Background: an optimization exercise with open tools, aiming at small area, a short achievable clock period and few clock cycles. Do not read the settings as production practice.
At most, simulation tests tie the RTL to the original design; equivalence was not proved.
The RTL of run 8 was laid out without a check of its function.
Power figures rest on the tool's default switching activity, not on a simulated workload.

$ cat flow/run.sh
#!/bin/bash
set -euo pipefail
bash standard.sh "BUFFER_PORTS_ARGS=-buffer_cell sky130_fd_sc_hd__buf_1" \
  SETUP_SLACK_MARGIN=10.5 TNS_END_PERCENT=10 finish > standard_flow.log 2>&1
$ cat standard.sh
#!/bin/bash
# synth_recipe.tcl (not shown) runs the flow's synth.tcl, then flattens the netlist and writes it again
# the make line also repeats each setting of config.mk as NAME=value (left out here)
make -C /OpenROAD-flow-scripts/flow DESIGN_CONFIG=/design/flow/config.mk WORK_HOME=/design/flow/orfs CLKGATE_MAP_FILE= SYNTH_SCRIPT=/design/flow/synth_recipe.tcl "${@:-finish}"
$ cat config.mk
export PLATFORM = sky130hd
export DESIGN_NAME = ALU_standard_calculator_n_bit
export DESIGN_NICKNAME = ALU_standard_calculator_n_bit
export VERILOG_FILES = /design/flow/design.v
export SDC_FILE = /design/flow/constraint.sdc
export NUM_CORES = 4
export LEC_CHECK = 0
export CAP_MARGIN = 10
export CORE_MARGIN = 2
export CORE_UTILIZATION = 40
export SLEW_MARGIN = 10
$ cat constraint.sdc
create_clock -name core_clock -period 18.0 [get_ports {clk}]
set_input_delay 3.6000 -clock core_clock [delete_from_list [all_inputs] [get_ports {clk}]]
set_output_delay 3.6000 -clock core_clock [all_outputs]
set_load 0.01 [all_outputs]
$ cat design.v
module ALU_standard_calculator_n_bit #(parameter n = 32)(
    input clk,
    input rst,
    input [2:0] op,
    input signed [n-1:0] a,
    input signed [n-1:0] b,
    output signed [2*n-1:0] result,
    output reg valid_result
);
    localparam W = 40;                
    reg [31:0] H, L;                  
    reg        hs;                    
    reg [31:0] A;                     
    reg        busy;                  
    reg        mmul;                  
    reg        bc;                    
    reg        sq;                    
    reg        dz;                    
    reg        dfirst;                
    reg        dneg;                  
    reg [4:0]  cnt;
    reg [5:0]  lenA, lenB;            
    assign result = {H | {32{hs}}, L};
    wire op_sub = (op == 3'b001);
    wire op_mul = (op == 3'b010);
    wire op_div = (op == 3'b011);
    wire op_and = (op == 3'b100);
    wire op_not = (op == 3'b111);
    wire op_log = op[2];
    wire sa = a[31];
    wire sb = b[31];
    wire [31:0] xa = a ^ {32{sa}};
    wire [31:0] xb = b ^ {32{sb}};
    wire [31:0] x1 = op_div ? xa : a;
    wire [31:0] y1 = op[2] ? b | {32{op[1] & op[0]}} : (b ^ {32{op[0]}}) & {32{~op[1]}};
    wire        c1 = op_sub | (op_div & sa);
    wire [31:0] pg = x1 ^ y1;
    wire [31:0] gg = x1 & y1;
    wire [31:0] lg = (pg & {32{~op_and}}) | (gg & {32{~op[1]}});
    function [31:0] smear;
        input [31:0] x;
        reg [31:0] v;
        begin
            v = x;
            v = v | {1'b0, v[31:1]};
            v = v | {2'b0, v[31:2]};
            v = v | {4'b0, v[31:4]};
            v = v | {8'b0, v[31:8]};
            v = v | {16'b0, v[31:16]};
            smear = v;
        end
    endfunction
    function [5:0] smlen;
        input [31:0] m;
        reg [31:0] h;
        reg [4:0] k;
        integer i;
        begin
            h = m & ~{1'b0, m[31:1]};
            k = 5'd0;
            for (i = 0; i < 32; i = i + 1)
                k = k | (h[i] ? i[4:0] : 5'd0);
            smlen = m[0] ? {1'b0, k} + 6'd1 : 6'd0;
        end
    endfunction
    wire [31:0] smA = smear(xa);
    wire [31:0] smB = smear(xb);
    wire [31:0] smA1 = sa ? {smA[30:0], 1'b1} : smA;    
    wire early = |(smB & ~smA1);                        
    wire [6:0] mq = {1'b0, lenA} - {1'b0, lenB} + 7'd1;
    wire [7:0] mone;
    assign mone[0] = (mq == 1);
    assign mone[1] = (mq == 2);
    assign mone[2] = (mq == 3);
    assign mone[3] = (mq == 4);
    assign mone[4] = (mq == 5) || (mq == 6);
    assign mone[5] = (mq >= 7) && (mq <= 9);
    assign mone[6] = (mq >= 10) && (mq <= 12);
    assign mone[7] = (mq >= 13);
    wire [4:0] dcnt = {mone[7], mone[5] | mone[6] | mone[7], mone[4] | mone[7],      
                       mone[2] | mone[3] | mone[6] | mone[7],
                       mone[1] | mone[3] | mone[4] | mone[6] | mone[7]};
    wire [7:0] msel = mone;
    wire dlast = dfirst ? mone[0] : (cnt == 0);         
    wire [31:0] rinit = msel[0] ? {1'b0,  L[31:1]} :
                        msel[1] ? {2'b0,  L[31:2]} :
                        msel[2] ? {3'b0,  L[31:3]} :
                        msel[3] ? {4'b0,  L[31:4]} :
                        msel[4] ? {6'b0,  L[31:6]} :
                        msel[5] ? {9'b0,  L[31:9]} :
                        msel[6] ? {12'b0, L[31:12]} : 32'b0;
    wire dbit = |(msel & {L[31], L[11], L[8], L[5], L[3], L[2], L[1], L[0]});
    wire [31:0] mask = {{20{msel[7]}}, {3{msel[7] | msel[6]}}, {3{|msel[7:5]}},
                        {2{|msel[7:4]}}, |msel[7:3], |msel[7:2], |msel[7:1], 1'b1};
    wire [31:0] rsrc = dfirst ? rinit : H;             
    wire        rneg_ = rsrc[31];                        
    wire dstep = ~mmul & ~dneg;
    wire [8:0] mb = {L[7:0], bc};
    reg  [3:0] rone, rtwo, rneg;
    integer j;
    always @(*) begin
        for (j = 0; j < 4; j = j + 1) begin
            rone[j] = mmul & (mb[2*j+1] ^ mb[2*j]);
            rtwo[j] = mmul & ((mb[2*j+2] & ~mb[2*j+1] & ~mb[2*j]) | (~mb[2*j+2] & mb[2*j+1] & mb[2*j]));
            rneg[j] = mmul & mb[2*j+2] & ~(mb[2*j+1] & mb[2*j]);
        end
        rone[0] = rone[0] | dstep;
        rneg[0] = rneg[0] | (dstep & (~A[31] ^ rneg_));
    end
    function [33:0] bpp;              
        input one, two, neg;
        input [31:0] m;
        begin
            bpp = (one ? {m[31], m[31], m} : two ? {m[31], m, 1'b0} : 34'b0) ^ {34{neg}};
        end
    endfunction
    wire [33:0] pp0 = bpp(rone[0], rtwo[0], rneg[0], A);
    wire [33:0] pp1 = bpp(rone[1], rtwo[1], rneg[1], A);
    wire [33:0] pp2 = bpp(rone[2], rtwo[2], rneg[2], A);
    wire [33:0] pp3 = bpp(rone[3], rtwo[3], rneg[3], A);
    wire n3 = rneg[3];
    wire [33:0] hrow = dstep ? {~rsrc[31], rsrc, dbit} : {~H[31], H[31], H};
    wire [W-1:0] hr = {6'b0, hrow};
    wire [W-1:0] r0 = {6'b010101, ~pp0[33], pp0[32:0]};
    wire [W-1:0] r1 = {4'b0, ~pp1[33], pp1[32:0], n3, rneg[0]};
    wire [W-1:0] r2 = {2'b0, ~pp2[33], pp2[32:0], n3, rneg[1], n3, n3};
    wire [W-1:0] r3 = {~pp3[33], pp3[32:0], n3, rneg[2], n3, n3, n3, n3};
    wire [W-1:0] s1 = r1 ^ r2 ^ r3;
    wire [W-1:0] k1 = {((r1 & r2) | (r1 & r3) | (r2 & r3)), n3};
    wire [W-1:0] s2 = s1 ^ k1 ^ r0;
    wire [W-1:0] k2 = {((s1 & k1) | (s1 & r0) | (k1 & r0)), n3};
    wire [W-1:0] s3 = s2 ^ k2 ^ hr;
    wire [W-1:0] k3 = {((s2 & k2) | (s2 & hr) | (k2 & hr)), n3};
    wire [33:0] f1 = {x1[31] & ~op_div, x1, c1} + {y1[31], y1, c1};    
    wire [32:0] fsum = f1[33:1];
    wire [W:0] sum1 = {s3, n3 | dneg} + {k3, n3 | dneg};
    wire [W-1:0] sum = sum1[W:1];
    wire ge = ~sum[31];                                 
    wire [31:0] qn = {L[30:0], ge} & mask;              
    always @(posedge clk) begin
        A <= b;
        if (!busy) begin
            mmul <= op_mul;
            bc <= 1'b0;
            sq <= sa ^ sb;
            dz <= (b == 0);
            dfirst <= 1'b1;
            lenA <= smlen(smA1);
            lenB <= smlen(smB);
            cnt <= 5'd3;
            H <= 32'b0;
            hs <= op_log ? lg[31] : fsum[32] & ~op[1];
            L <= op_log ? lg : fsum[31:0] & {32{~(op_div & early)}};
        end else if (!valid_result) begin
            if (mmul) begin
                H <= sum[W-1:8];
                L <= {sum[7:0], L[31:8]};
                bc <= L[7];
                cnt <= cnt - 5'd1;
            end else if (dneg) begin
                H <= 32'b0;
                hs <= sum[31];
                L <= sum[31:0];
            end else begin
                dfirst <= 1'b0;
                H <= dlast ? (sq ? ~qn : 32'b0) : sum[31:0];
                L <= qn;
                cnt <= (dfirst ? dcnt : cnt) - 5'd1;
            end
        end
    end
    always @(posedge clk or posedge rst) begin
        if (rst) begin
            busy <= 1'b0;
            valid_result <= 1'b0;
            dneg <= 1'b0;
        end else begin
            busy <= 1'b1;
            if (!busy) begin
                valid_result <= !(op_mul || (op_div && !early));
            end else if (!valid_result) begin
                if (mmul) begin
                    if (cnt == 0) valid_result <= 1'b1;
                end else if (dneg) begin
                    valid_result <= 1'b1;
                end else if (dlast && !dz) begin
                    if (sq) dneg <= 1'b1;
                    else valid_result <= 1'b1;
                end
            end
        end
    end
endmodule
==> results of run 1 <==
==> critical path: stages, from the launching register on <==
cell and delay (ns):
edfxtp_1 0.40, ha_1 0.35, ha_1 0.29, a21o_1 0.18, a21o_1 0.18, nor3_1 0.44
o221a_2 0.43, and2_4 0.37, a222oi_1 0.17, o2111ai_1 0.17, o21ai_0 0.12, o21ai_1 0.43
fa_1 0.49, ha_1 0.37, and3_1 0.19, o21ai_0 0.17, a31oi_1 0.42, a41oi_2 0.28
a21oi_2 0.35, a221o_1 0.41, or2_2 0.19, and3b_1 0.48, a21oi_2 0.17, a21oi_1 0.18
==> metrics by stage <==
| stage | total power [W] | instances |
|---|---|---|
| finish | 0.003027 | 3445 |
| global route | 0.003182 | 3445 |
| CTS | 0.002924 | 3433 |
| detailed placement | 0.002550 | 3395 |
| global placement | 0.002537 | 3395 |
| floorplan | 0.001791 | 2783 |
==> metal layers <==
metal,global-route usage (%),part of all wire (%),vias up
li1,-,-,10090
met1,43.31,40,10750
met2,52.91,45,1362
met3,5.194,8.9,267
met4,16.67,5.8,0
met5,0,0,-
==> layout make-up <==
type	count	area [um^2]
clock buffer	18	429.2
sequential	122	2940
timing repair buffer	200	1051
tap	680	850.8
multi-input combinational	2203	16380
clock inverter	14	163.9
inverter	208	780.7
fill	5308	28710
==> power breakdown <==
part           switching (W)  total [W]  internal, W
clock               0.000148   0.000354     0.000207
sequential          0.000125   0.000474     0.000349
combinational        0.00146    0.00220     0.000743
total                0.00173    0.00303      0.00130
==> path summary, 6_finish.rpt <==
kind / to / slack [ns] / depth (start not counted)
setup reg to reg: L[0] / 10.57 / 23
hold reg to reg: cnt[0] / 0.50 / 2
min in group asynchronous: dneg / 3.02 / 2
hold / removal: cnt[0] / 0.50 / 2
max in group asynchronous: busy / 14.78 / 2
setup / recovery: L[0] / 10.57 / 23
==> logic make-up (layout without fill, tap and decap cells) <==
kind of cell,after synthesis,after routing,share of synthesized area [%]
adders and majority gates,202,202,15.77
muxes,31,31,1.547
buffers and inverters,459,440,8.416
AOI/OAI and AO/OA,961,961,31.69
other,2,2,0.03613
DFF,122,122,14.14
xor gates and xnor gates,243,243,10.24
and+or+nand+nor,763,764,18.16
==> flip-flops by register name, summed over array words and instances, names as in the netlist, 5 cells and up <==
register and count:
A 32, H 32, L 32, cnt 5, lenA 6, lenB 6
==> placed cells by master (no fill, tap or decap), types with 51 or more instances in the layout <==
cell type	Yosys	routed
a21o_1	51	51
a21oi_1	241	234
a221oi_1	53	51
a22oi_1	130	130
buf_1	28	129
buf_4	1	60
dfxtp_1	71	70
fa_1	100	99
ha_1	102	100
inv_1	204	204
nand2_1	243	241
nand3_1	77	76
nor2_1	136	132
o21ai_0	166	150
xnor2_1	145	143
xor2_1	98	97
==> repair_timing <==
| item | in CTS | in global routing |
|---|---|---|
| gates cloned | 1 | 0 |
| hold buffers | 0 | 0 |
| setup endpoints to repair | 65 | 63 |
| buffers inserted | 5 | 12 |
| resized for setup | 34 | 36 |
| pin swaps | 1 | 2 |
==> run summary, run 1 <==
Tmin final 7.428 ns; post-synthesis sequential area ratio 14.14%; clock-pin transition on the worst setup and hold timing paths 0.06 ns; CTS tree yes; crit path capture type flop; Mapped Nets 3054; Post-synth EDFFs 48; status no timing/DRC/antenna violations; top-area cell type share of the netlist area 9.632%; Max VDD drop 81.49 uV; ys flop type dfxtp_1; initial drt markers 2895; core area 0.05130 mm^2; area leader, netlist fa_1; Cell variety after synth 96; pin count of the biggest net entering global routing 71; Clock Skew 0.01424 ns; first drt pass iteration count 9; Synth area leaders fa_1 9.6%, edfxtp_1 6.9%, dfxtp_1 6.8%, ha_1 6.1%, xnor2_1 6.1%; Startpoint Class flop; drt drc 0; vias per cell 6.522; Area Overhead vs Synth 8.699%; I/O Pins 134; worst endpoint data arrival time 7.72 ns; largest fanout on the critical path 25; crit path kind reg2reg; final hold slack 0.5005 ns; DIE HEIGHT 231.9 um; Synth warnings 1; CTS Buf Count 17; routed vias 22470; most numerous cell in the Yosys netlist nand2_1; initial antenna violation count 1; Pins Over Slew Limit 0; asr flop ratio synth 2.459%; Syn Area/Cell 7.468 um^2; worst slew pin tran 1.257 ns; ant diodes 0; DRT Wirelength 91.40 mm; Setup Total Neg Slack 0 ns; pwr dens 134.0 mW/mm^2; H-tree levels 4; Placer Congestion 0.9879; RSZ-0062 raised after global routing yes; Mapped Area 0.02078 mm^2; post-route setup slack 10.57 ns; first-pass GRT wire length 134.8 mm; HP Class reg2reg; final core occ 44.04%; maxcap violations 0; Leak 8.935 nW; Routed Antenna Nets 0; Max-slew headroom 15.97%; Final Hold Viols 0; final net count 3023; Finished Cell Area 0.02259 mm^2; CP Data Required Time 18.29 ns; Synth Instances 2783; FF+latch count, synth 122; HPWL after DPL 70.26 mm; worst skew pair latency 0.45 ns; final setup fails 0; dpl cell area 0.02163 mm^2; crit path from lenA[2]; clk sink count 122; Std-Cell Rows 83; vias in the first global route 20810; worst r2r src lenA[2]; Bufs on Longest Clock Path 2; die area 0.05380 mm^2; GR Overflow Total 0; DIE WIDTH 231.9 um; input/output buffers 133; detailed-route wire length per cell 26.53 um; share of cells above drive strength 1 7.920%; fmax 0.1346 GHz; Min-Delay Startpoint cnt[0]; Total GRT Usage 33.13%; worst slack, placed 9.279 ns; Final Cycle Share 41.27%; synth cell count leaders 243 x nand2_1, 241 x a21oi_1, 209 x clkbuf_1; root buffer cell clkbuf_16; Initial Utilization 40.51%
Testbench counts, summed over its fixed seeds: cycles 13,608.
==> run 2, diff against run 1 <==
==> flow/run.sh (replaced) <==
#!/bin/bash
set -euo pipefail
bash standard.sh "BUFFER_PORTS_ARGS=-buffer_cell sky130_fd_sc_hd__buf_1" \
  SETUP_SLACK_MARGIN=11 TNS_END_PERCENT=10 finish > standard_flow.log 2>&1
--- a/config.mk
+++ b/config.mk
@@ -6,6 +6,6 @@
 export NUM_CORES = 4
 export LEC_CHECK = 0
-export CAP_MARGIN = 10
+export CAP_MARGIN = 20
 export CORE_MARGIN = 2
 export CORE_UTILIZATION = 40
-export SLEW_MARGIN = 10
+export SLEW_MARGIN = 20
==> run 2 against run 1 <==
Net effect:
- still clean
- wire length increased by 2.1%
- sequential share of layout area fell by 0.39 points
- synthesized area unchanged
- clock skew grew 0.0056 ns
- highest routed layer is now met5
==> run summary, run 2 <==
Routed Antenna Nets 0 (unchanged); pwr dens 135.4 mW/mm^2 (+1.1%); Leak 9.215 nW (+3.1%); H-tree levels 4 (unchanged); final net count 3045 (+0.73%); area leader, netlist fa_1; synth cell count leaders 243 x nand2_1, 241 x a21oi_1, 209 x clkbuf_1; detailed-route wire length per cell 26.92 um (+1.5%); Placer Congestion 1.025 (+3.8%); vias per cell 6.499 (-0.35%); largest fanout on the critical path 20 (-20%); ant diodes 0 (unchanged); DIE WIDTH 231.9 um (unchanged); switching pwr 0.001796 W (+4.0%); commonest cells after routing, fill and taps aside 241 x nand2_1, 230 x a21oi_1, 204 x inv_1; Synth area leaders fa_1 9.6%, edfxtp_1 6.9%, dfxtp_1 6.8%, ha_1 6.1%, xnor2_1 6.1%; Std-Cell Rows 83 (unchanged); RSZ-0062 raised after global routing yes; die area 0.05380 mm^2 (unchanged); Mapped Nets 3054 (unchanged); I/O Pins 134 (unchanged); Max-slew headroom 35.89% (+20 points); Flop pwr share 14.8% (-0.9 points); GR Overflow Total 0 (unchanged); most numerous cell in the Yosys netlist nand2_1; crit path buf inv count 3 (+3); crit path capture type flop; Largest regs A (32), H (32), L (32); input/output buffers 133 (unchanged); fmax 0.1411 GHz (+4.8%); maxcap violations 0 (unchanged); clk sink count 122 (unchanged); Final Cycle Share 39.38% (-1.9 points); initial drt markers 3207 (+11%); drt drc 0 (unchanged); HPWL after DPL 70.66 mm (+0.57%); Clk network pwr share 10.5% (-1.2 points); HP Class reg2reg; most common cell after layout, fill and taps aside nand2_1; worst skew pair latency 0.46 ns (about the same); pin count of the biggest net entering global routing 70 (-1.4%); post-synthesis sequential area ratio 14.14% (unchanged); Setup Total Neg Slack 0 ns (unchanged); internal power 0.001359 W (+4.6%); Tmin final 7.088 ns (-0.3402 ns); Slowest-stage cell, CP and2_1; DRT Wirelength 93.34 mm (+2.1%); asr flop ratio synth 2.459% (unchanged); Gate power share 74.7% (+2.1 points); CP Data Required Time 18.31 ns (+0.02 ns); crit path kind reg2reg; ys flop type dfxtp_1; Final Hold Viols 0 (unchanged); share of cells above drive strength 1 10.73% (+2.8 points); first-pass GRT wire length 138.1 mm (+2.5%); top-area cell type share of the netlist area 9.632% (unchanged); Synth warnings 1 (unchanged); final setup fails 0 (unchanged); worst endpoint data arrival time 7.40 ns (-0.32 ns); CTS Buf Count 17 (unchanged); clock-pin transition on the worst setup and hold timing paths 0.07 ns (about the same); Max VDD drop 114.3 uV (+40%); core area 0.05130 mm^2 (unchanged); Pins Over Slew Limit 0 (unchanged); vias in the first global route 21400 (+2.8%); delay-heaviest family, CP compound AO/OA/AOI/OAI gates; delay of the slowest critical-path stage 0.75 ns (+0.26 ns); status no timing/DRC/antenna violations; first drt pass iteration count 11 (+2); initial antenna violation count 4 (+3); CP Cell Sequence ha_1 -> and2_1 -> buf_4 -> a22oi_1 -> xor2_1 -> fa_1 -> inv_1 -> fa_1 -> inv_1 -> fa_1 -> ha_1 -> a21o_1 -> a21o_1 -> a21oi_1 -> o21bai_1 -> a21o_1 -> a221o_1 -> a31o_2 -> a221oi_1 -> xor2_1 -> o221ai_1; root buffer cell clkbuf_16; Post-synth EDFFs 48 (unchanged); DIE HEIGHT 231.9 um (unchanged); Clock Skew 0.01988 ns (+0.005641 ns); Cell variety after synth 96 (unchanged); Syn Area/Cell 7.468 um^2 (unchanged); routed vias 22530 (+0.28%); Sw Ratio 56.94% (-0.15 points); Initial Utilization 40.51% (unchanged); Startpoint Class flop; final core occ 45.41% (+1.4 points); Area Overhead vs Synth 12.09%; Bufs on Longest Clock Path 2 (unchanged); Synth Instances 2783 (unchanged); Total GRT Usage 33.92% (+0.79 points); worst slew pin tran 0.9548 ns (-0.3019 ns); FF+latch count, synth 122 (unchanged); Mapped Area 0.02078 mm^2 (unchanged); CTS tree yes
[run 2: area by class of cell]
| cell class | instances | area [um^2] |
|---|---|---|
| fillers | 5258 | 28000 |
| multi-input cells | 2205 | 16870 |
| flip-flops and latches | 122 | 2940 |
| repair buffers | 220 | 1300 |
| well taps | 680 | 850.8 |
| inverters | 208 | 783.3 |
| clock buffers | 18 | 429.2 |
| clock inverters | 14 | 120.1 |
[run 2: cell families (layout without fill, tap and decap cells)]
kind of cell | count (synthesis) | count (layout) | share of synthesized area, %
compound gates | 961 | 961 | 31.69
flops | 122 | 122 | 14.14
other cells | 2 | 2 | 0.03613
mux | 31 | 31 | 1.547
buf+inv | 459 | 460 | 8.416
xor+xnor | 243 | 243 | 10.24
simple gates | 763 | 766 | 18.16
fa+ha+maj | 202 | 202 | 15.77
[run 2: power by group through the flow]
stage          combinational [W]  clock [W]  sequential (W)
2_1_floorplan            0.00140          0        0.000395
3_3_place_gp             0.00208          0        0.000459
3_5_place_dp             0.00210          0        0.000462
4_1_cts                  0.00217   0.000333        0.000456
5_1_grt                  0.00250   0.000345        0.000468
6_report                 0.00236   0.000332        0.000466
[run 2: layer usage]
layer / track usage (%) / up-vias / wire length, um
met5: 0 / - / 28
met4: 20.41 / 4 / 6241
met3: 5.943 / 274 / 7946
met2: 53.08 / 1275 / 41760
met1: 43.56 / 10880 / 37360
li1: - / 10100 / -
[run 2: worst paths after layout]
path / start / to / slack, ns / cells past startpoint
min reg2reg: cnt[0] / cnt[0] / 0.49 / 2
max reg2reg: L[2] / H[25] / 10.91 / 21
min in group asynchronous: rst / busy / 3.01 / 2
min: cnt[0] / cnt[0] / 0.49 / 2
max in group asynchronous: rst / busy / 14.80 / 2
max: L[2] / H[25] / 10.91 / 21
[run 2: worst reg2reg max path: cells and delay by family (launching register included)]
family / cells / cell delay [ns]
adders and majority gates: 5 / 2.28
DFF: 1 / 0.66
buffers and inverters: 3 / 0.50
xor gates and xnor gates: 2 / 0.50
and+or+nand+nor: 1 / 0.75
AOI/OAI and AO/OA: 10 / 2.29
[run 2: repair_timing]
action,CTS,global route
resized for setup,94,69
setup endpoints to repair,76,70
hold buffers,0,0
cloned,4,2
buffers inserted,12,14
pin swaps,7,24
[run 2: per-stage QoR]
| step | hold WS [ns] | instance area, um^2 | total power, W | setup WS (ns) | instances |
|---|---|---|---|---|---|
| after global placement | 0.4785 | 21670 | 0.002538 | 9.454 | 3401 |
| final | 0.4887 | 23300 | 0.003155 | 10.91 | 3467 |
| after global routing | 0.5101 | 23300 | 0.003312 | 10.75 | 3467 |
| after CTS | 0.4928 | 22810 | 0.002962 | 10.91 | 3451 |
| after floorplan | 0.4565 | 20900 | 0.001793 | 10.77 | 2783 |
| after detailed placement | 0.4830 | 21690 | 0.002562 | 9.343 | 3403 |
==> run 3, diff against run 2 <==
==> flow/run.sh (replaced) <==
#!/bin/bash
set -euo pipefail
bash standard.sh "BUFFER_PORTS_ARGS=-buffer_cell sky130_fd_sc_hd__buf_1" \
  SETUP_SLACK_MARGIN=10.5 TNS_END_PERCENT=0 finish > standard_flow.log 2>&1
==> run 3 against run 2 <==
Net effect:
- cell area down 3.4%
- synthesized cell count unchanged
- clock power up 5%
- power decreased by 5.1%
- non-clock buffer count is 31 lower
- still clean on timing, DRC and antenna
- sequential share of layout area is 0.44 points higher
- register-to-register slack lost 0.27 ns
- critical path depth is 7 lower
- first-iteration DRC count shrank 6.1%
==> run summary, run 3 <==
CTS tree yes; root buffer cell clkbuf_16; HPWL after DPL 68.60 mm (-2.9%); Placer Congestion 1.031 (+0.51%); worst skew pair latency 0.45 ns (about the same); Setup Total Neg Slack 0 ns (unchanged); final net count 3012 (-1.1%); Mapped Nets 3054 (unchanged); detailed-route wire length per cell 26.23 um (-2.6%); Clk network pwr share 11.7% (+1.2 points); commonest cells after routing, fill and taps aside 242 x nand2_1, 235 x a21oi_1, 204 x inv_1; drt drc 0 (unchanged); initial drt markers 3010 (-6.1%); Synth area leaders fa_1 9.6%, edfxtp_1 6.9%, dfxtp_1 6.8%, ha_1 6.1%, xnor2_1 6.1%; H-tree levels 4 (unchanged); largest fanout on the critical path 60 (+200%); worst endpoint data arrival time 7.54 ns (+0.14 ns); worst slew pin tran 0.9985 ns (+0.04374 ns); status no timing/DRC/antenna violations; Flop pwr share 16.1% (+1.3 points); Max-slew headroom 33.30% (-2.6 points); maxcap violations 0 (unchanged); vias in the first global route 20790 (-2.8%); Hold Path Depth 2 (unchanged); post-synthesis sequential area ratio 14.14% (unchanged); Clock Skew 0.01594 ns (-0.003940 ns); pwr dens 133.1 mW/mm^2 (-1.7%); Leak 8.889 nW (-3.5%); Tmin final 7.373 ns (+0.2848 ns); crit path capture type flop; Synth warnings 1 (unchanged); hold buffer count at cts 0 (unchanged); Sw Ratio 57.20% (+0.26 points); die area 0.05380 mm^2 (unchanged); Max VDD drop 102.1 uV (-11%); Cell variety after synth 96 (unchanged); most common cell after layout, fill and taps aside nand2_1; Area Overhead vs Synth 8.278%; DRT Wirelength 90.08 mm (-3.5%); post-route setup slack 10.63 ns (-0.2848 ns); final setup fails 0 (unchanged); GR Overflow Total 0 (unchanged); DIE WIDTH 231.9 um (unchanged); FF+latch count, synth 122 (unchanged); internal power 0.001282 W (-5.7%); I/O Pins 134 (unchanged); Total GRT Usage 32.50% (-1.4 points); Final Cycle Share 40.96% (+1.6 points); CP Data Required Time 18.17 ns (-0.14 ns); HP Class reg2reg; clk sink count 122 (unchanged); share of cells above drive strength 1 7.589% (-3.1 points); Initial Utilization 40.51% (unchanged); RSZ-0062 raised after global routing yes; first-pass GRT wire length 133.0 mm (-3.7%); Bufs on Longest Clock Path 2 (unchanged); ant diodes 0 (unchanged); worst slack, placed 9.258 ns (-0.08471 ns); fmax 0.1356 GHz (-3.9%); Routed Antenna Nets 0 (unchanged); Startpoint Class input pin; most numerous cell in the Yosys netlist nand2_1; ys flop type dfxtp_1; synth cell count leaders 243 x nand2_1, 241 x a21oi_1, 209 x clkbuf_1; vias per cell 6.544 (+0.69%); Gate power share 72.2% (-2.5 points); pin count of the biggest net entering global routing 71 (+1.4%); Std-Cell Rows 83 (unchanged); CTS Buf Count 17 (unchanged); crit path kind in2reg; top-area cell type share of the netlist area 9.632% (unchanged); area leader, netlist fa_1; Largest regs A (32), H (32), L (32); Mapped Area 0.02078 mm^2 (unchanged); Post-synth EDFFs 48 (unchanged); Pins Over Slew Limit 0 (unchanged); Final Hold Viols 0 (unchanged); R2R cell count 21 (unchanged); DIE HEIGHT 231.9 um (unchanged); asr flop ratio synth 2.459% (unchanged); switching pwr 0.001713 W (-4.6%); clock-pin transition on the worst setup and hold timing paths 0.07 ns (about the same); core area 0.05130 mm^2 (unchanged); Synth Instances 2783 (unchanged); initial antenna violation count 1 (-3); routed vias 22470 (-0.27%); first drt pass iteration count 9 (-2); input/output buffers 133 (unchanged); Syn Area/Cell 7.468 um^2 (unchanged)
run 3: cell types whose count changed in the layout (fill, tap and decap cells not counted), moves of 5 or more:
cell and change:
o21ai_2 -7, buf_4 -24, o21ai_0 +7, xnor2_1 +6
a221oi_2 -8, a221oi_1 +9, xnor2_2 -5, a21oi_1 +5
run 3: metal layers:
metal	GRT usage [%]	vias up	wire length (um)
met5	0	-	0
li1	-	10050	-
met2	50.14	1361	39650
met1	42.29	10790	36540
met3	6.164	266	8393
met4	18.83	0	5491
run 3: cells by family after synthesis:
kind of cell / count (synthesis) / synth area share, %
compound gates: 961 / 31.69
xor+xnor: 243 / 10.24
fa+ha+maj: 202 / 15.77
buf+inv: 459 / 8.416
flops: 122 / 14.14
mux: 31 / 1.547
other cells: 2 / 0.03613
simple gates: 763 / 18.16
run 3: through the flow:
stage | instance area [um^2] | hold WS [ns] | cells | util, % | power (W)
6_report | 22500 | 0.5073 | 3434 | 43.87 | 0.002995
2_1_floorplan | 20850 | 0.4565 | 2783 | - | 0.001791
3_5_place_dp | 21590 | 0.4980 | 3390 | 42.09 | 0.002532
4_1_cts | 22300 | 0.5087 | 3429 | 43.47 | 0.002900
5_1_grt | 22500 | 0.5453 | 3434 | 43.87 | 0.003155
3_3_place_gp | 21580 | 0.4811 | 3390 | 42.07 | 0.002514
run 3: cell type report:
| type | count | area, um^2 |
|---|---|---|
| clock buffer | 17 | 425.4 |
| sequential | 122 | 2940 |
| tap | 680 | 850.8 |
| inverter | 208 | 785.8 |
| multi-input combinational | 2203 | 16380 |
| clock inverter | 15 | 152.6 |
| fill | 5231 | 28800 |
| timing repair buffer | 189 | 972.2 |
run 3: worst paths after layout:
kind | from | endpoint | slack, ns
max in group asynchronous | rst | busy | 14.76
worst min-delay path | cnt[0] | cnt[0] | 0.51
min in group asynchronous | rst | busy | 3.04
worst min register to register | cnt[0] | cnt[0] | 0.51
worst max-delay path | a[31] | L[25] | 10.63
worst max register to register | L[6] | L[20] | 10.64
run 3: worst max-delay path: stages:
cell	delay, ns
clkbuf_2	0.08
clkbuf_8	0.28
ha_1	0.47
nor2b_1	0.23
a22o_2	0.35
o2111ai_2	0.39
or4_1	0.54
o21ai_0	0.23
a221o_1	0.25
nand4bb_1	0.19
o21ai_1	0.10
buf_4	0.22
a221oi_1	0.49
nor2_1	0.11
run 3: timing repair:
action                                  in CTS  in global routing
pin swaps                                    2                  0
gates resized for setup                     32                 38
buffers inserted                             6                  5
cloned                                       1                  0
endpoints found under the setup margin      65                 56
run 3: power by group through the flow:
stage	registers, W	clock network (W)	logic (W)
after global placement	0.000476	0	0.00204
after detailed placement	0.000477	0	0.00206
after global routing	0.000482	0.000360	0.00231
after CTS	0.000470	0.000350	0.00208
after floorplan	0.000395	0	0.00140
final	0.000482	0.000350	0.00216
==> run 4, diff against run 3 <==
==> flow/run.sh (replaced) <==
#!/bin/bash
set -euo pipefail
bash standard.sh "BUFFER_PORTS_ARGS=-buffer_cell sky130_fd_sc_hd__buf_1" \
  SETUP_SLACK_MARGIN=10.5 TNS_END_PERCENT=10 finish > standard_flow.log 2>&1
--- a/config.mk
+++ b/config.mk
@@ -9,3 +9,4 @@
 export CORE_MARGIN = 2
 export CORE_UTILIZATION = 40
+export PLACE_DENSITY = 0.65
 export SLEW_MARGIN = 20
==> run 4 against run 3 <==
Net effect:
- global-route usage increased by 0.21 points
- die area did not move
- power is 2.5% higher
- core utilization is essentially flat
- sequential share of layout area is essentially flat
- sequential cell count unchanged
- critical path depth is 1 lower
- cell count fell by 0.12%
- cell area up 0.11%
- largest cell class unchanged
- highest routed layer unchanged
==> run summary, run 4 <==
post-synthesis sequential area ratio 14.14% (unchanged); adder-cell share of the synthesized area 15.77% (unchanged); Routed Antenna Nets 0 (unchanged); fmax 0.1352 GHz (-0.29%); drt drc 0 (unchanged); share of cells above drive strength 1 7.676% (+0.087 points); worst r2r src L[5]; die area 0.05380 mm^2 (unchanged); largest fanout on the critical path 60 (unchanged); area taken by multi-input logic gates 0.01644 mm^2 (+0.41%); crit path kind in2reg; delay of the slowest critical-path stage 0.69 ns (+0.15 ns); status no timing/DRC/antenna violations; vias in the first global route 20610 (-0.87%); worst skew pair latency 0.44 ns (about the same); Pins Over Slew Limit 0 (unchanged); crit path buf inv count 3 (unchanged); final setup fails 0 (unchanged); H-tree levels 4 (unchanged); Startpoint Class input pin; hold buffer count at cts 0 (unchanged); input/output buffers 133 (unchanged); sequential standard cell area 0.002940 mm^2 (unchanged); worst slew pin tran 0.9536 ns (-0.04488 ns); Largest regs A (32), H (32), L (32); Initial Utilization 40.51% (unchanged); CTS tree yes; initial antenna violation count 0 (-1); clock-pin transition on the worst setup and hold timing paths 0.07 ns (about the same); Slowest-stage cell, CP o32ai_1; I/O Pins 134 (unchanged); vias per cell 6.533 (-0.17%); Max-slew headroom 35.97% (+2.7 points); detailed-route wire length per cell 26.37 um (+0.55%); Cell variety after synth 96 (unchanged); Min-Delay Startpoint cnt[0]; area fraction in compound gates after synthesis 31.69% (unchanged); final net count 3007 (-0.17%); root buffer cell clkbuf_16; DIE WIDTH 231.9 um (unchanged); Synth Instances 2783 (unchanged); Post-Synth Simple-Gate Area 18.16% (unchanged); dpl cell area 0.02159 mm^2 (about the same); DIE HEIGHT 231.9 um (unchanged); HPWL after DPL 68.34 mm (-0.37%); clk sink count 122 (unchanged); pwr dens 136.2 mW/mm^2 (+2.4%); Mapped Nets 3054 (unchanged); Mapped Area 0.02078 mm^2 (unchanged); first-pass GRT wire length 132.9 mm (about the same); delay-heaviest family, CP compound AO/OA/AOI/OAI gates; XOR/XNOR Fraction of Synth Area 10.24% (unchanged); FF+latch count, synth 122 (unchanged); Synth warnings 1 (unchanged); pin count of the biggest net entering global routing 71 (unchanged); Area Overhead vs Synth 8.392%; Placer Congestion 0.9943 (-3.5%); CP Cell Sequence clkbuf_2 -> buf_6 -> or4_1 -> o32ai_1 -> nand3_1 -> o32ai_1 -> o21ai_1 -> o2111ai_1 -> or3_1 -> o21ai_1 -> buf_4 -> a221oi_1 -> a21oi_1; first drt pass iteration count 8 (-1); Total GRT Usage 32.71% (+0.21 points); crit path from a[31]; CTS Buf Count 17 (unchanged); crit path capture type flop; Bufs on Longest Clock Path 2 (unchanged); core area 0.05130 mm^2 (unchanged); CP Data Required Time 18.15 ns (-0.02 ns); Std-Cell Rows 83 (unchanged); fillers 5241 (+0.19%); routed vias 22410 (-0.28%); Synth area leaders fa_1 9.6%, edfxtp_1 6.9%, dfxtp_1 6.8%, ha_1 6.1%, xnor2_1 6.1%; asr flop ratio synth 2.459% (unchanged); top-area cell type share of the netlist area 9.632% (unchanged); Clock Skew 0.01476 ns (-0.001183 ns); final hold slack 0.4895 ns (-0.01782 ns); synth cell count leaders 243 x nand2_1, 241 x a21oi_1, 209 x clkbuf_1; Leak 8.888 nW (about the same); Tmin final 7.395 ns (+0.02170 ns); Max VDD drop 89.02 uV (-13%); Syn Area/Cell 7.468 um^2 (unchanged); Post-synth EDFFs 48 (unchanged); initial drt markers 3046 (+1.2%); Final Cycle Share 41.08% (+0.12 points); Final Hold Viols 0 (unchanged); RSZ-0062 raised after global routing yes; ys flop type dfxtp_1; commonest cells after routing, fill and taps aside 241 x nand2_1, 236 x a21oi_1, 204 x inv_1; HP Class reg2reg; Setup Total Neg Slack 0 ns (unchanged); largest family of logic cells by synthesized area compound AO/OA/AOI/OAI gates; most common cell after layout, fill and taps aside nand2_1; DRT Wirelength 90.47 mm (+0.43%); worst endpoint data arrival time 7.54 ns (about the same); GR Overflow Total 0 (unchanged); mux cell area share after synthesis 1.547% (unchanged); area leader, netlist fa_1; maxcap violations 0 (unchanged); Finished Cell Area 0.02253 mm^2 (+0.11%); most numerous cell in the Yosys netlist nand2_1
run 4: stage by stage:
step	cells	power [W]	setup slack, ns	util, %
final	3430	0.003069	10.61	43.91
after global routing	3429	0.003216	10.45	43.91
after CTS	3427	0.002929	10.41	43.48
after detailed placement	3391	0.002552	9.021	42.08
after global placement	3391	0.002535	9.109	42.08
after floorplan	2783	0.001791	10.51	-
run 4: worst reg2reg max path, stage by stage (launching register included):
cell and delay [ns]:
edfxtp_1 0.66, ha_1 0.33, nor2_1 0.35, nand2_2 0.36
inv_4 0.36, buf_4 0.42, xnor2_1 0.18, fa_1 0.55
inv_1 0.05, fa_1 0.50, inv_1 0.07, fa_1 0.44
ha_1 0.39, a21o_1 0.20, a21o_1 0.19, a21oi_1 0.19
o21bai_1 0.12, a21o_1 0.17, a221o_1 0.42, or2_2 0.35
and3b_1 0.36, a21oi_1 0.33, a21oi_1 0.08
run 4: timing repair:
action | CTS | global route
pin swaps | 1 | 2
endpoints found under the setup margin | 65 | 66
resized for setup | 36 | 52
gates cloned | 1 | 1
buffers inserted | 3 | 1
run 4: per-layer routing:
layer  track usage, %  vias to the layer above  routed length, um
li1                 -                    10050                  -
met1            43.79                    10750              36770
met2            51.02                     1367              39830
met3            4.801                      248               8467
met4            16.85                        0               5399
met5                0                        -                  0
run 4: worst paths after layout:
kind | end | cells after the start | slack (ns)
worst max-delay path | L[3] | 13 | 10.61
worst min-delay path | cnt[0] | 2 | 0.49
worst max register to register | L[0] | 22 | 10.65
worst min register to register | cnt[0] | 2 | 0.49
max in group asynchronous | busy | 2 | 14.78
min in group asynchronous | valid_result | 2 | 3.02
run 4: cell type report:
class | instances | area share, %
timing repair buffer | 183 | 4.166
tap | 680 | 3.777
multi-input combinational | 2204 | 73.00
clock buffer | 17 | 1.888
sequential | 122 | 13.05
clock inverter | 15 | 0.6332
inverter | 208 | 3.477
antenna | 1 | 0.01111
run 4: cells by family (layout without fill, tap and decap cells):
group	after synthesis	count (layout)
XOR/XNOR	243	243
AO/OA/AOI/OAI	961	961
AND/OR/NAND/NOR	763	765
adder cells (fa/ha/maj)	202	202
multiplexers	31	31
buffers and inverters	459	423
other	2	3
flip-flops	122	122
run 4: report_power, final:
part           total [W]  internal, W  switching [W]  leakage (nW)
logic            0.00225     0.000759        0.00149          7.53
registers       0.000473     0.000349       0.000124          1.10
clock network   0.000346     0.000193       0.000153         0.266
==> run 5, diff against run 4 <==
--- a/config.mk
+++ b/config.mk
@@ -9,4 +9,3 @@
 export CORE_MARGIN = 2
 export CORE_UTILIZATION = 40
-export PLACE_DENSITY = 0.65
 export SLEW_MARGIN = 20
==> run 5 against run 4 <==
Net effect:
- clock skew is essentially flat
- cell area rose by 0.35%
- largest power group unchanged
- die area unchanged
- synthesized cell count unchanged
- setup slack gained 0.097 ns
- worst hold slack better by 0.0089 ns
- core utilization grew 0.15 points
- clock power decreased by 5%
==> run summary, run 5 <==
vias per cell 6.451 (-1.3%); clk sink count 122 (unchanged); Min-Delay Startpoint cnt[0]; Mapped Area 0.02078 mm^2 (unchanged); DRT Wirelength 91.58 mm (+1.2%); most common cell after layout, fill and taps aside nand2_1; pwr dens 133.0 mW/mm^2 (-2.4%); Initial Utilization 40.51% (unchanged); Startpoint Class input pin; drt drc 0 (unchanged); commonest cells after routing, fill and taps aside 241 x nand2_1, 234 x a21oi_1, 204 x inv_1; Syn Area/Cell 7.468 um^2 (unchanged); Max VDD drop 85.21 uV (-4.3%); clock-pin transition on the worst setup and hold timing paths 0.06 ns (about the same); worst skew pair latency 0.45 ns (about the same); DIE HEIGHT 231.9 um (unchanged); Largest regs A (32), H (32), L (32); GR Overflow Total 0 (unchanged); DIE WIDTH 231.9 um (unchanged); vias in the first global route 20900 (+1.4%); largest fanout on the critical path 41 (-32%); routed vias 22250 (-0.71%); input/output buffers 133 (unchanged); maxcap violations 0 (unchanged); Tmin final 7.297 ns (-0.09740 ns); Synth Instances 2783 (unchanged); Synth warnings 1 (unchanged); HP Class reg2reg; sequential standard cell area 0.002940 mm^2 (unchanged); area leader, netlist fa_1; CTS Buf Count 17 (unchanged); final setup fails 0 (unchanged); ys flop type dfxtp_1; Area Overhead vs Synth 8.771%; initial drt markers 3165 (+3.9%); post-synthesis sequential area ratio 14.14% (unchanged); first-pass GRT wire length 135.5 mm (+1.9%); Routed Antenna Nets 0 (unchanged); H-tree levels 4 (unchanged); detailed-route wire length per cell 26.55 um (+0.68%); dpl cells 3397 (+0.18%); CTS tree yes; Setup Total Neg Slack 0 ns (unchanged); asr flop ratio synth 2.459% (unchanged); root buffer cell clkbuf_16; core area 0.05130 mm^2 (unchanged); hold buffer count at cts 0 (unchanged); Final Hold Viols 0 (unchanged); Synth area leaders fa_1 9.6%, edfxtp_1 6.9%, dfxtp_1 6.8%, ha_1 6.1%, xnor2_1 6.1%; HPWL after DPL 70.36 mm (+3.0%); RSZ-0062 raised after global routing yes; first drt pass iteration count 8 (unchanged); Bufs on Longest Clock Path 2 (unchanged); worst endpoint data arrival time 7.47 ns (-0.07 ns); FF+latch count, synth 122 (unchanged); I/O Pins 134 (unchanged); Cell variety after synth 96 (unchanged); most numerous cell in the Yosys netlist nand2_1; Mapped Nets 3054 (unchanged); crit path capture type flop; Leak 8.944 nW (+0.63%); crit path kind in2reg; worst r2r src lenA[2]; Post-synth EDFFs 48 (unchanged); Pins Over Slew Limit 0 (unchanged); final net count 3027 (+0.67%); pin count of the biggest net entering global routing 71 (unchanged); crit path from op[0]; Clock Skew 0.01496 ns (+0.0002034 ns); die area 0.05380 mm^2 (unchanged); Total GRT Usage 33.24% (+0.54 points); Final Cycle Share 40.54% (-0.54 points); top-area cell type share of the netlist area 9.632% (unchanged); Std-Cell Rows 83 (unchanged); initial antenna violation count 1 (+1); status no timing/DRC/antenna violations; Finished Layout Cells 3449 (+0.55%); share of cells above drive strength 1 8.198% (+0.52 points); Placer Congestion 0.9879 (-0.64%); area taken by multi-input logic gates 0.01639 mm^2 (-0.33%); ant diodes 0 (-1); Max-slew headroom 25.09% (-11 points); fmax 0.1370 GHz (+1.3%); synth cell count leaders 243 x nand2_1, 241 x a21oi_1, 209 x clkbuf_1; worst slew pin tran 1.120 ns (+0.1666 ns); CP Data Required Time 18.18 ns (+0.03 ns); fillers 5355 (+2.2%)
==> run 5: cells by family after synthesis <==
| family | Yosys count | share of synthesized area, % |
|---|---|---|
| compound gates | 961 | 31.69 |
| simple gates | 763 | 18.16 |
| buf+inv | 459 | 8.416 |
| xor+xnor | 243 | 10.24 |
| fa+ha+maj | 202 | 15.77 |
| flops | 122 | 14.14 |
| mux | 31 | 1.547 |
| other cells | 2 | 0.03613 |
==> run 5: worst paths after layout <==
| path | endpoint | slack, ns | cells past startpoint |
|---|---|---|---|
| setup / recovery | L[18] | 10.70 | 17 |
| hold / removal | cnt[0] | 0.50 | 2 |
| setup reg to reg | L[0] | 10.72 | 23 |
| hold reg to reg | cnt[0] | 0.50 | 2 |
| max in group asynchronous | busy | 14.80 | 2 |
| min in group asynchronous | dneg | 3.01 | 2 |
==> run 5: timing repair <==
| item | in CTS | in global routing |
|---|---|---|
| gates cloned | 1 | 0 |
| buffers inserted | 4 | 15 |
| gates resized for setup | 34 | 40 |
| pin swaps | 2 | 2 |
| setup endpoints to repair | 62 | 63 |
==> run 5: layer usage <==
metal	up-vias	part of all wire (%)	GRT usage [%]
met5	-	0	0
met4	0	6.1	18.47
met3	231	8.2	4.813
met2	1234	45	52.36
met1	10700	41	43.63
li1	10080	-	-
==> run 5: layout make-up <==
class,count,share of cell area [%]
clock buffer,17,1.882
inverter,208,3.454
timing repair buffer,204,4.865
multi-input combinational,2203,72.50
clock inverter,15,0.5258
tap,680,3.764
sequential,122,13.01
==> run 5: where the power goes <==
part / switching [W] / internal, W
logic: 0.00145 / 0.000751
clock network: 0.000150 / 0.000178
registers: 0.000125 / 0.000349
==> run 5: stage by stage <==
stage | hold slack [ns] | total power [W] | setup slack [ns] | instance area [um^2] | utilization (%)
after floorplan | 0.4565 | 0.001791 | 10.51 | 20850 | -
after global placement | 0.4788 | 0.002537 | 9.362 | 21620 | 42.14
after detailed placement | 0.4844 | 0.002552 | 9.220 | 21640 | 42.19
after CTS | 0.4935 | 0.002906 | 10.43 | 22320 | 43.50
after global routing | 0.5190 | 0.003168 | 10.49 | 22610 | 44.07
final | 0.4984 | 0.003007 | 10.70 | 22610 | 44.07
==> run 5: worst max-delay path, stage by stage <==
cell,delay (ns)
buf_1,0.09
buf_6,0.29
nor2b_4,0.36
nand3_4,0.19
buf_12,0.21
xnor2_1,0.12
ha_1,0.34
or4_1,0.59
o211ai_1,0.17
nor3_1,0.14
nor3_2,0.28
nor2b_1,0.13
a41oi_1,0.30
o21bai_1,0.10
a211o_1,0.29
a31oi_1,0.20
a21oi_1,0.07
==> run 6, diff against run 5 <==
==> flow/run.sh (replaced) <==
#!/bin/bash
set -euo pipefail
bash standard.sh "BUFFER_PORTS_ARGS=-buffer_cell sky130_fd_sc_hd__buf_1" \
  SETUP_SLACK_MARGIN=10.25 TNS_END_PERCENT=10 finish > standard_flow.log 2>&1
==> run 6 against run 5 <==
Net effect:
- sequential power hardly changed
- clock power is 6.4% higher
- core utilization is 0.48 points lower
- first-iteration DRC count is 5.7% lower
- setup slack worse by 0.29 ns
- register-to-register slack worse by 0.31 ns
- sequential cell count stayed put
- global-route usage is 0.22 points lower
==> run summary, run 6 <==
status no timing/DRC/antenna violations; vias in the first global route 21010 (+0.52%); Synth area leaders fa_1 9.6%, edfxtp_1 6.9%, dfxtp_1 6.8%, ha_1 6.1%, xnor2_1 6.1%; Final Cycle Share 42.15% (+1.6 points); Largest regs A (32), H (32), L (32); asr flop ratio synth 2.459% (unchanged); H-tree levels 4 (unchanged); crit path capture type flop; Final Hold Viols 0 (unchanged); area fraction in compound gates after synthesis 31.69% (unchanged); core area 0.05130 mm^2 (unchanged); CP Data Required Time 18.17 ns (about the same); HP Class reg2reg; crit path buf inv count 1 (-2); synth cell count leaders 243 x nand2_1, 241 x a21oi_1, 209 x clkbuf_1; initial drt markers 2986 (-5.7%); Synth Instances 2783 (unchanged); worst endpoint data arrival time 7.76 ns (+0.29 ns); CP Cell Sequence ha_1 -> ha_1 -> a21o_1 -> a21o_1 -> nor3_1 -> o221ai_2 -> nor3_2 -> buf_4 -> a22oi_1 -> nand3_1 -> o21ai_0 -> o21ai_1 -> fa_1 -> ha_1 -> a21oi_1 -> o21ai_0 -> a21oi_1 -> o21ai_0 -> a21o_1 -> a221o_1 -> a31o_2 -> xnor2_1 -> o2111a_1 -> a41oi_2; DIE WIDTH 231.9 um (unchanged); worst skew pair latency 0.45 ns (about the same); top-area cell type share of the netlist area 9.632% (unchanged); Startpoint Class flop; worst slew pin tran 1.048 ns (-0.07201 ns); largest family of logic cells by synthesized area compound AO/OA/AOI/OAI gates; Pins Over Slew Limit 0 (unchanged); input/output buffers 133 (unchanged); Initial Utilization 40.51% (unchanged); root buffer cell clkbuf_16; XOR/XNOR Fraction of Synth Area 10.24% (unchanged); Synth warnings 1 (unchanged); Tmin final 7.588 ns (+0.2903 ns); Cell variety after synth 96 (unchanged); first-pass GRT wire length 134.7 mm (-0.54%); final setup fails 0 (unchanged); I/O Pins 134 (unchanged); drt drc 0 (unchanged); most numerous cell in the Yosys netlist nand2_1; Leak 8.842 nW (-1.1%); pin count of the biggest net entering global routing 70 (-1.4%); Placer Congestion 1.046 (+5.9%); detailed-route wire length per cell 26.69 um (+0.52%); maxcap violations 0 (unchanged); Setup Total Neg Slack 0 ns (unchanged); ys flop type dfxtp_1; mux cell area share after synthesis 1.547% (unchanged); FF+latch count, synth 122 (unchanged); Slowest-stage cell, CP o21ai_1; adder-cell share of the synthesized area 15.77% (unchanged); fmax 0.1318 GHz (-3.8%); RSZ-0062 raised after global routing yes; GR Overflow Total 0 (unchanged); Max VDD drop 89.99 uV (+5.6%); final net count 3011 (-0.53%); post-synthesis sequential area ratio 14.14% (unchanged); Area Overhead vs Synth 7.597%; die area 0.05380 mm^2 (unchanged); pwr dens 133.6 mW/mm^2 (+0.47%); DRT Wirelength 91.66 mm (about the same); Std-Cell Rows 83 (unchanged); initial antenna violation count 1 (unchanged); clk sink count 122 (unchanged); Max-slew headroom 29.62% (+4.5 points); routed vias 22570 (+1.5%); vias per cell 6.573 (+1.9%); Routed Antenna Nets 0 (unchanged); most common cell after layout, fill and taps aside nand2_1; DIE HEIGHT 231.9 um (unchanged); largest fanout on the critical path 28 (-32%); Mapped Nets 3054 (unchanged); CTS Buf Count 17 (unchanged); Mapped Area 0.02078 mm^2 (unchanged); HPWL after DPL 69.45 mm (-1.3%); crit path kind reg2reg; overall power 0.002989 W (-0.61%); hold buffer count at cts 0 (unchanged); delay of the slowest critical-path stage 0.63 ns (+0.04 ns); Syn Area/Cell 7.468 um^2 (unchanged); first drt pass iteration count 9 (+1); CTS tree yes; Bufs on Longest Clock Path 2 (unchanged); Clock Skew 0.01311 ns (-0.001853 ns); share of cells above drive strength 1 6.938% (-1.3 points); Post-Synth Simple-Gate Area 18.16% (unchanged); Total GRT Usage 33.03% (-0.22 points); area leader, netlist fa_1; delay-heaviest family, CP compound AO/OA/AOI/OAI gates; commonest cells after routing, fill and taps aside 241 x nand2_1, 237 x a21oi_1, 204 x inv_1; Post-synth EDFFs 48 (unchanged); clock-pin transition on the worst setup and hold timing paths 0.07 ns (about the same)
-- run 6: repair_timing --
item,in CTS,in global routing
resized for setup,19,26
cloned,1,0
pin swaps,0,2
endpoints found under the setup margin,43,58
buffers inserted,0,5
endpoints found under the hold margin,0,0
-- run 6: through the flow --
stage	instance area (um^2)	setup WS [ns]	util [%]	std cells	hold WS, ns
2_1_floorplan	20800	10.28	-	2783	0.4565
3_3_place_gp	21600	9.333	42.10	3394	0.4749
3_5_place_dp	21610	9.210	42.13	3395	0.4858
4_1_cts	22220	10.22	43.32	3428	0.4947
5_1_grt	22360	10.21	43.59	3433	0.5195
6_report	22360	10.41	43.59	3434	0.4894
-- run 6: worst paths after layout --
| path | slack (ns) | depth (start not counted) | startpoint | end |
|---|---|---|---|---|
| max | 10.41 | 24 | lenA[2] | L[29] |
| max reg2reg | 10.41 | 24 | lenA[2] | L[29] |
| min in group asynchronous | 3.01 | 2 | rst | busy |
| min | 0.49 | 2 | cnt[0] | cnt[0] |
| min reg2reg | 0.49 | 2 | cnt[0] | cnt[0] |
| max in group asynchronous | 14.80 | 2 | rst | busy |
-- run 6: final cells by class --
cell class	instances	area [um^2]
antenna	1	2.502
clock buffer	18	429.2
clock inverter	14	138.9
fill	5303	28940
inverter	208	782.0
multi-input combinational	2203	16280
sequential	122	2940
tap	680	850.8
timing repair buffer	188	939.7
-- run 6: routing by layer --
metal	wire length, um	vias to the layer above	GRT usage [%]
li1	-	10050	-
met1	36650	10750	42.81
met2	40270	1472	51.36
met3	8719	298	5.943
met4	6014	0	19.25
met5	0	-	0
-- run 6: cells by family after synthesis --
group,after synthesis
compound gates,961
simple gates,763
buf+inv,459
xor+xnor,243
fa+ha+maj,202
flops,122
mux,31
other cells,2
-- run 6: worst min-delay path: stages, from the launching register on --
cell and delay, ns:
dfxtp_1 0.32, nand2_1 0.06, nand3_1 0.06
-- run 6: report_power, final --
group | internal [W] | switching (W)
Clock | 0.000193 | 0.000155
Sequential | 0.000349 | 0.000124
Combinational | 0.000729 | 0.00144
Total | 0.00127 | 0.00172
==> run 7, diff against run 6 <==
==> flow/run.sh (replaced) <==
#!/bin/bash
set -euo pipefail
bash standard.sh "BUFFER_PORTS_ARGS=-buffer_cell sky130_fd_sc_hd__buf_1" \
  SETUP_SLACK_MARGIN=10.75 TNS_END_PERCENT=10 finish > standard_flow.log 2>&1
==> run 7 against run 6 <==
Net effect:
- largest cell class unchanged
- synthesized cell count stayed put
- still clean on timing, DRC and antenna
- clock skew up 0.0039 ns
- setup slack gained 0.41 ns
- first-iteration DRC count is 7.5% higher
==> run summary, run 7 <==
status no timing/DRC/antenna violations; Clk network pwr share 12.0% (+0.4 points); Mapped Area 0.02078 mm^2 (unchanged); HPWL after DPL 71.12 mm (+2.4%); Routed Antenna Nets 0 (unchanged); Setup Total Neg Slack 0 ns (unchanged); initial antenna violation count 0 (-1); R2R Setup Slk 10.93 ns (+0.52 ns); sequential standard cell area 0.002940 mm^2 (unchanged); Startpoint Class input pin; Gate power share 72.7% (+0.2 points); Largest regs A (32), H (32), L (32); detailed-route wire length per cell 27.17 um (+1.8%); Max-slew headroom 27.70% (-1.9 points); Final Hold Viols 0 (unchanged); area leader, netlist fa_1; largest fanout on the critical path 25 (-11%); final setup fails 0 (unchanged); Pins Over Slew Limit 0 (unchanged); H-tree levels 4 (unchanged); Clock Skew 0.01698 ns (+0.003869 ns); Endpoint, Worst Hold cnt[0]; FF+latch count, synth 122 (unchanged); crit path from b[31]; first-pass GRT wire length 136.5 mm (+1.3%); most common cell after layout, fill and taps aside nand2_1; Post-synth EDFFs 48 (unchanged); worst skew pair latency 0.46 ns (about the same); drt drc 0 (unchanged); CP Data Required Time 18.29 ns (+0.12 ns); fmax 0.1394 GHz (+5.8%); pin count of the biggest net entering global routing 72 (+2.9%); CTS Buf Count 17 (unchanged); Synth Instances 2783 (unchanged); routed vias 22520 (-0.23%); Area Overhead vs Synth 10.61%; crit path capture type flop; Flop pwr share 15.2% (-0.7 points); Mapped Nets 3054 (unchanged); Sw Ratio 56.50% (-0.95 points); clock-pin transition on the worst setup and hold timing paths 0.06 ns (about the same); clk sink count 122 (unchanged); Tmin final 7.175 ns (-0.4127 ns); worst r2r src lenA[1]; worst slew pin tran 1.082 ns (+0.03403 ns); DRT Wirelength 93.87 mm (+2.4%); ys flop type dfxtp_1; Hold Path Depth 2 (unchanged); I/O Pins 134 (unchanged); Synth warnings 1 (unchanged); fillers 5225 (-1.5%); most numerous cell in the Yosys netlist nand2_1; Std-Cell Rows 83 (unchanged); share of cells above drive strength 1 9.405% (+2.5 points); Syn Area/Cell 7.468 um^2 (unchanged); Placer Congestion 1.019 (-2.6%); HP Class reg2reg; RSZ-0062 raised after global routing yes; post-synthesis sequential area ratio 14.14% (unchanged); Bufs on Longest Clock Path 2 (unchanged); Leak 9.137 nW (+3.3%); die area 0.05380 mm^2 (unchanged); commonest cells after routing, fill and taps aside 240 x nand2_1, 234 x a21oi_1, 204 x inv_1; Max VDD drop 100.7 uV (+12%); maxcap violations 0 (unchanged); core area 0.05130 mm^2 (unchanged); internal power 0.001346 W (+5.8%); vias per cell 6.518 (-0.84%); asr flop ratio synth 2.459% (unchanged); vias in the first global route 20980 (-0.14%); R2R cell count 28 (+17%); Cell variety after synth 96 (unchanged); post-route setup slack 10.83 ns (+0.4127 ns); ant diodes 0 (-1); Total GRT Usage 33.67% (+0.65 points); switching pwr 0.001748 W (+1.8%); Initial Utilization 40.51% (unchanged); DIE WIDTH 231.9 um (unchanged); initial drt markers 3211 (+7.5%); synth cell count leaders 243 x nand2_1, 241 x a21oi_1, 209 x clkbuf_1; Min-Delay Startpoint cnt[0]; GR Overflow Total 0 (unchanged); DIE HEIGHT 231.9 um (unchanged); CTS tree yes; worst slack, placed 9.658 ns (+0.4482 ns); worst endpoint data arrival time 7.46 ns (-0.30 ns); pwr dens 134.6 mW/mm^2 (+0.68%); Final Cycle Share 39.86% (-2.3 points); root buffer cell clkbuf_16; top-area cell type share of the netlist area 9.632% (unchanged); crit path kind in2reg; first drt pass iteration count 14 (+5); Synth area leaders fa_1 9.6%, edfxtp_1 6.9%, dfxtp_1 6.8%, ha_1 6.1%, xnor2_1 6.1%; input/output buffers 133 (unchanged); final net count 3033 (+0.73%); r2r endpoint L[20]; area taken by multi-input logic gates 0.01659 mm^2 (+1.9%)
[run 7: cell counts after synthesis]
Identical to the previous run, type by type.
[run 7: worst max path at each step]
stage	to	slack (ns)	depth (start not counted)
6_report	valid_result	10.83	15
5_1_grt	L[20]	10.64	31
4_1_cts	L[31]	10.71	17
3_5_place_dp	L[18]	9.66	16
3_3_place_gp	L[11]	9.69	15
2_1_floorplan	L[31]	10.74	20
[run 7: worst max-delay path: stages]
cell and delay (ns):
clkbuf_2 0.17, buf_12 0.21, inv_1 0.12, ha_2 0.37
nand2b_1 0.24, o32a_4 0.32, nor3_4 0.34, buf_4 0.22
buf_4 0.15, nand2_1 0.10, a221o_1 0.37, nand4bb_2 0.30
o31a_1 0.35, nor3_1 0.51, a21oi_1 0.09
[run 7: cell families after synthesis]
| family | synth area share (%) |
|---|---|
| xor+xnor | 10.24 |
| other cells | 0.03613 |
| fa+ha+maj | 15.77 |
| simple gates | 18.16 |
| compound gates | 31.69 |
| buf+inv | 8.416 |
| mux | 1.547 |
| flops | 14.14 |
[run 7: cell type report]
cell class,instances,area share (%)
Clock buffer,17,1.850
Clock inverter,15,0.8545
Inverter,208,3.456
Multi-Input combinational cell,2204,72.18
Sequential cell,122,12.79
Tap cell,680,3.701
Timing Repair Buffer,209,5.165
[run 7: layer usage]
| metal | vias up | routed length, um | track usage (%) | share of wire, % |
|---|---|---|---|---|
| met2 | 1360 | 41720 | 52.75 | 44 |
| met4 | 0 | 6084 | 19.63 | 6.5 |
| met5 | - | 0 | 0 | 0 |
| met3 | 253 | 8857 | 5.747 | 9.4 |
| met1 | 10820 | 37200 | 43.53 | 40 |
| li1 | 10090 | - | - | - |
[run 7: power by group through the flow]
| stage | Clock [W] | Sequential, W | Combinational (W) |
|---|---|---|---|
| 6_report | 0.000372 | 0.000472 | 0.00225 |
| 5_1_grt | 0.000385 | 0.000472 | 0.00241 |
| 4_1_cts | 0.000373 | 0.000461 | 0.00213 |
| 3_5_place_dp | 0 | 0.000467 | 0.00209 |
| 3_3_place_gp | 0 | 0.000466 | 0.00208 |
| 2_1_floorplan | 0 | 0.000395 | 0.00140 |
[run 7: what timing repair did]
item,in CTS,in global routing
hold buffers,0,0
setup endpoints to repair,70,64
buffers inserted,5,16
gates resized for setup,59,63
gates cloned,1,4
pin swaps,1,9
[run 7: metrics by stage]
stage                     utilization, %  total power, W  instances  hold slack, ns  instance area (um^2)
after floorplan                        -        0.001792       2783          0.4565                 20890
after global placement             42.17        0.002543       3396          0.4764                 21640
after detailed placement           42.21        0.002559       3397          0.4796                 21650
after CTS                          43.89        0.002967       3435          0.4887                 22520
after global routing               44.81        0.003264       3455          0.5233                 22990
final                              44.81        0.003093       3455          0.4927                 22990
==> run 8, diff against run 7 <==
--- a/design.v
+++ b/design.v
@@ -66,6 +66,5 @@
     wire [31:0] smA = smear(xa);
     wire [31:0] smB = smear(xb);
-    wire [31:0] smA1 = sa ? {smA[30:0], 1'b1} : smA;    
-    wire early = |(smB & ~smA1);                        
+    wire early = sa ? |(smB[31:1] & ~smA[30:0]) : |(smB & ~smA);
     wire [6:0] mq = {1'b0, lenA} - {1'b0, lenB} + 7'd1;
     wire [7:0] mone;
@@ -146,5 +145,5 @@
             dz <= (b == 0);
             dfirst <= 1'b1;
-            lenA <= smlen(smA1);
+            lenA <= smlen(smA) + {5'b0, sa};            
             lenB <= smlen(smB);
             cnt <= 5'd3;
==> flow/run.sh (replaced) <==
#!/bin/bash
set -euo pipefail
bash standard.sh "BUFFER_PORTS_ARGS=-buffer_cell sky130_fd_sc_hd__buf_1" \
  SETUP_SLACK_MARGIN=10.5 TNS_END_PERCENT=10 finish > standard_flow.log 2>&1
==> run 8 against run 7 <==
Net effect:
- count of clock-buffer cells in the layout is 2 higher
- fmax fell by 4.2%
- cell count up 3.2%
- core utilization fell by 0.21 points
- clock skew is 0.0037 ns lower
- worst hold slack gained 0.032 ns
- critical endpoint is now lenA[4]
- largest power group unchanged
- highest routed layer is now met5
==> run summary, run 8 <==
die area 0.05553 mm^2 (+3.2%); worst endpoint data arrival time 7.69 ns (+0.23 ns); crit path kind in2reg; status no timing/DRC/antenna violations; Synth warnings 1 (unchanged); post-synthesis sequential area ratio 13.69% (-0.45 points); Finished Cell Area 0.02353 mm^2 (+2.4%); Most Frequent Cell on Critical Path ha_1; most common cell after layout, fill and taps aside a21oi_1; most numerous cell in the Yosys netlist a21oi_1; FF+latch count, synth 122 (unchanged); Flop pwr share 13.8% (-1.4 points); DRT Wirelength 101.9 mm (+8.5%); fmax 0.1335 GHz (-4.2%); Initial Utilization 40.68% (+0.17 points); Pins Over Slew Limit 0 (unchanged); area taken by multi-input logic gates 0.01714 mm^2 (+3.3%); Mapped Nets 3173 (+3.9%); synth cell count leaders 275 x a21oi_1, 233 x clkbuf_1, 210 x nand2_1; Std-Cell Rows 84 (+1.2%); routed vias 23940 (+6.3%); Total GRT Usage 35.40% (+1.7 points); HPWL after DPL 76.84 mm (+8.0%); first drt pass iteration count 10 (-4); sequential standard cell area 0.002939 mm^2 (about the same); detailed-route wire length per cell 28.57 um (+5.2%); input/output buffers 133 (unchanged); RSZ-0062 raised after global routing yes; hold buffer count at cts 0 (unchanged); H-tree levels 4 (unchanged); CTS Buf Count 17 (unchanged); Clock Skew 0.01326 ns (-0.003714 ns); Clk network pwr share 10.4% (-1.6 points); Startpoint Class input pin; asr flop ratio synth 2.459% (unchanged); Area Overhead vs Synth 9.629%; CTS tree yes; worst slew pin tran 1.205 ns (+0.1224 ns); drt drc 0 (unchanged); commonest cells after routing, fill and taps aside 268 x a21oi_1, 209 x nand2_1, 205 x inv_1; Largest regs A (32), H (32), L (32); first-pass GRT wire length 148.1 mm (+8.5%); largest fanout on the critical path 55 (+120%); clk sink count 122 (unchanged); DIE WIDTH 235.7 um (+1.6%); pwr dens 144.2 mW/mm^2 (+7.2%); Gate power share 75.8% (+3.1 points); Sw Ratio 57.42% (+0.92 points); CP Data Required Time 18.20 ns (-0.09 ns); Post-synth EDFFs 48 (unchanged); root buffer cell clkbuf_16; HP Class reg2reg; clock-pin transition on the worst setup and hold timing paths 0.07 ns (about the same); I/O Pins 134 (unchanged); Synth Instances 2901 (+4.2%); core area 0.05276 mm^2 (+2.8%); Slowest-stage cell, CP o22ai_1; internal power 0.001445 W (+7.4%); Final Cycle Share 41.60% (+1.7 points); final net count 3132 (+3.3%); initial drt markers 3637 (+13%); switching pwr 0.001949 W (+12%); delay of the slowest critical-path stage 0.55 ns (+0.04 ns); Routed Antenna Nets 0 (unchanged); CP Cell Sequence clkbuf_2 -> buf_6 -> or4_1 -> o22ai_1 -> nand3_2 -> or3_1 -> a311oi_1 -> o2111ai_1 -> ha_1 -> nor2b_1 -> ha_1 -> nor4bb_1 -> xnor2_1; pin count of the biggest net entering global routing 64 (-11%); worst skew pair latency 0.46 ns (about the same); initial antenna violation count 3 (+3); Placer Congestion 1.031 (+1.1%); final setup fails 0 (unchanged); DIE HEIGHT 235.7 um (+1.6%)
-- run 8: cell types whose count changed after synthesis, sizes merged, moves of 20 or more --
cell    change
a21oi      +34
nand2      -33
nor2       +33
clkbuf     +26
a221o      +25
a211oi     +22
a222oi     -22
nor3       +20
-- run 8: what timing repair did --
item / 4_1_cts / 5_1_grt
pin swaps: 6 / 11
cloned: 1 / 1
endpoints found under the hold margin: 0 / 0
buffers inserted: 11 / 8
resized for setup: 52 / 50
setup endpoints to repair: 73 / 58
-- run 8: power groups by stage --
stage	logic, W	registers, W	clock network (W)
after floorplan	0.00154	0.000387	0
after global placement	0.00232	0.000465	0
after detailed placement	0.00232	0.000465	0
after CTS	0.00241	0.000459	0.000355
after global routing	0.00272	0.000470	0.000367
final	0.00257	0.000469	0.000352
-- run 8: critical path, delay by kind of cell --
family	cells	cell delay, ns
AOI/OAI and AO/OA	3	1.20
xor gates and xnor gates	1	0.13
adders and majority gates	2	0.57
buffers and inverters	2	0.31
and+or+nand+nor	5	1.86
-- run 8: final timing paths --
path / startpoint / to / slack (ns) / depth (start not counted)
max: a[31] / lenA[4] / 10.51 / 13
min: bc / bc / 0.53 / 2
max reg2reg: lenB[1] / L[24] / 10.64 / 25
min reg2reg: bc / bc / 0.53 / 2
max in group asynchronous: rst / busy / 14.81 / 2
min in group asynchronous: rst / busy / 3.01 / 2
-- run 8: metrics by stage --
step,setup WS [ns],power (W),instances,hold WS (ns)
global route,10.37,0.003555,3561,0.5607
CTS,10.46,0.003225,3552,0.5167
floorplan,10.50,0.001924,2901,0.4406
finish,10.51,0.003394,3566,0.5251
detailed placement,8.549,0.002786,3508,0.5083
global placement,8.671,0.002787,3508,0.4853
-- run 8: cell type report --
cell class / count / area share [%]
clock inverters: 13 / 0.5955
clock buffers: 19 / 1.856
repair buffers: 217 / 5.216
flip-flops and latches: 122 / 12.49
diodes: 5 / 0.05317
inverters: 206 / 3.296
multi-input cells: 2296 / 72.84
well taps: 688 / 3.658
-- run 8: cell families after synthesis --
logic type	Yosys count	share of synthesized area (%)
adder cells (fa/ha/maj)	203	15.33
flip-flops	122	13.69
other	2	0.03499
AO/OA/AOI/OAI	1014	32.21
buffers and inverters	484	8.586
AND/OR/NAND/NOR	812	19.15
multiplexers	29	1.416
XOR/XNOR	235	9.588
-- run 8: routing by layer --
metal	wire length (um)	GRT usage, %
met5	13	0
met4	6775	20.59
met3	10240	7.939
met2	44290	53.92
met1	40570	45.95

Setup slack of run 8, layout unchanged: 10.511 ns with ideal ports, 10.548 ns with driving cells assumed (clock clkbuf_16, inputs buf_2), 10.033 ns with port delays also shifted by the 0.514 ns mid clock arrival.
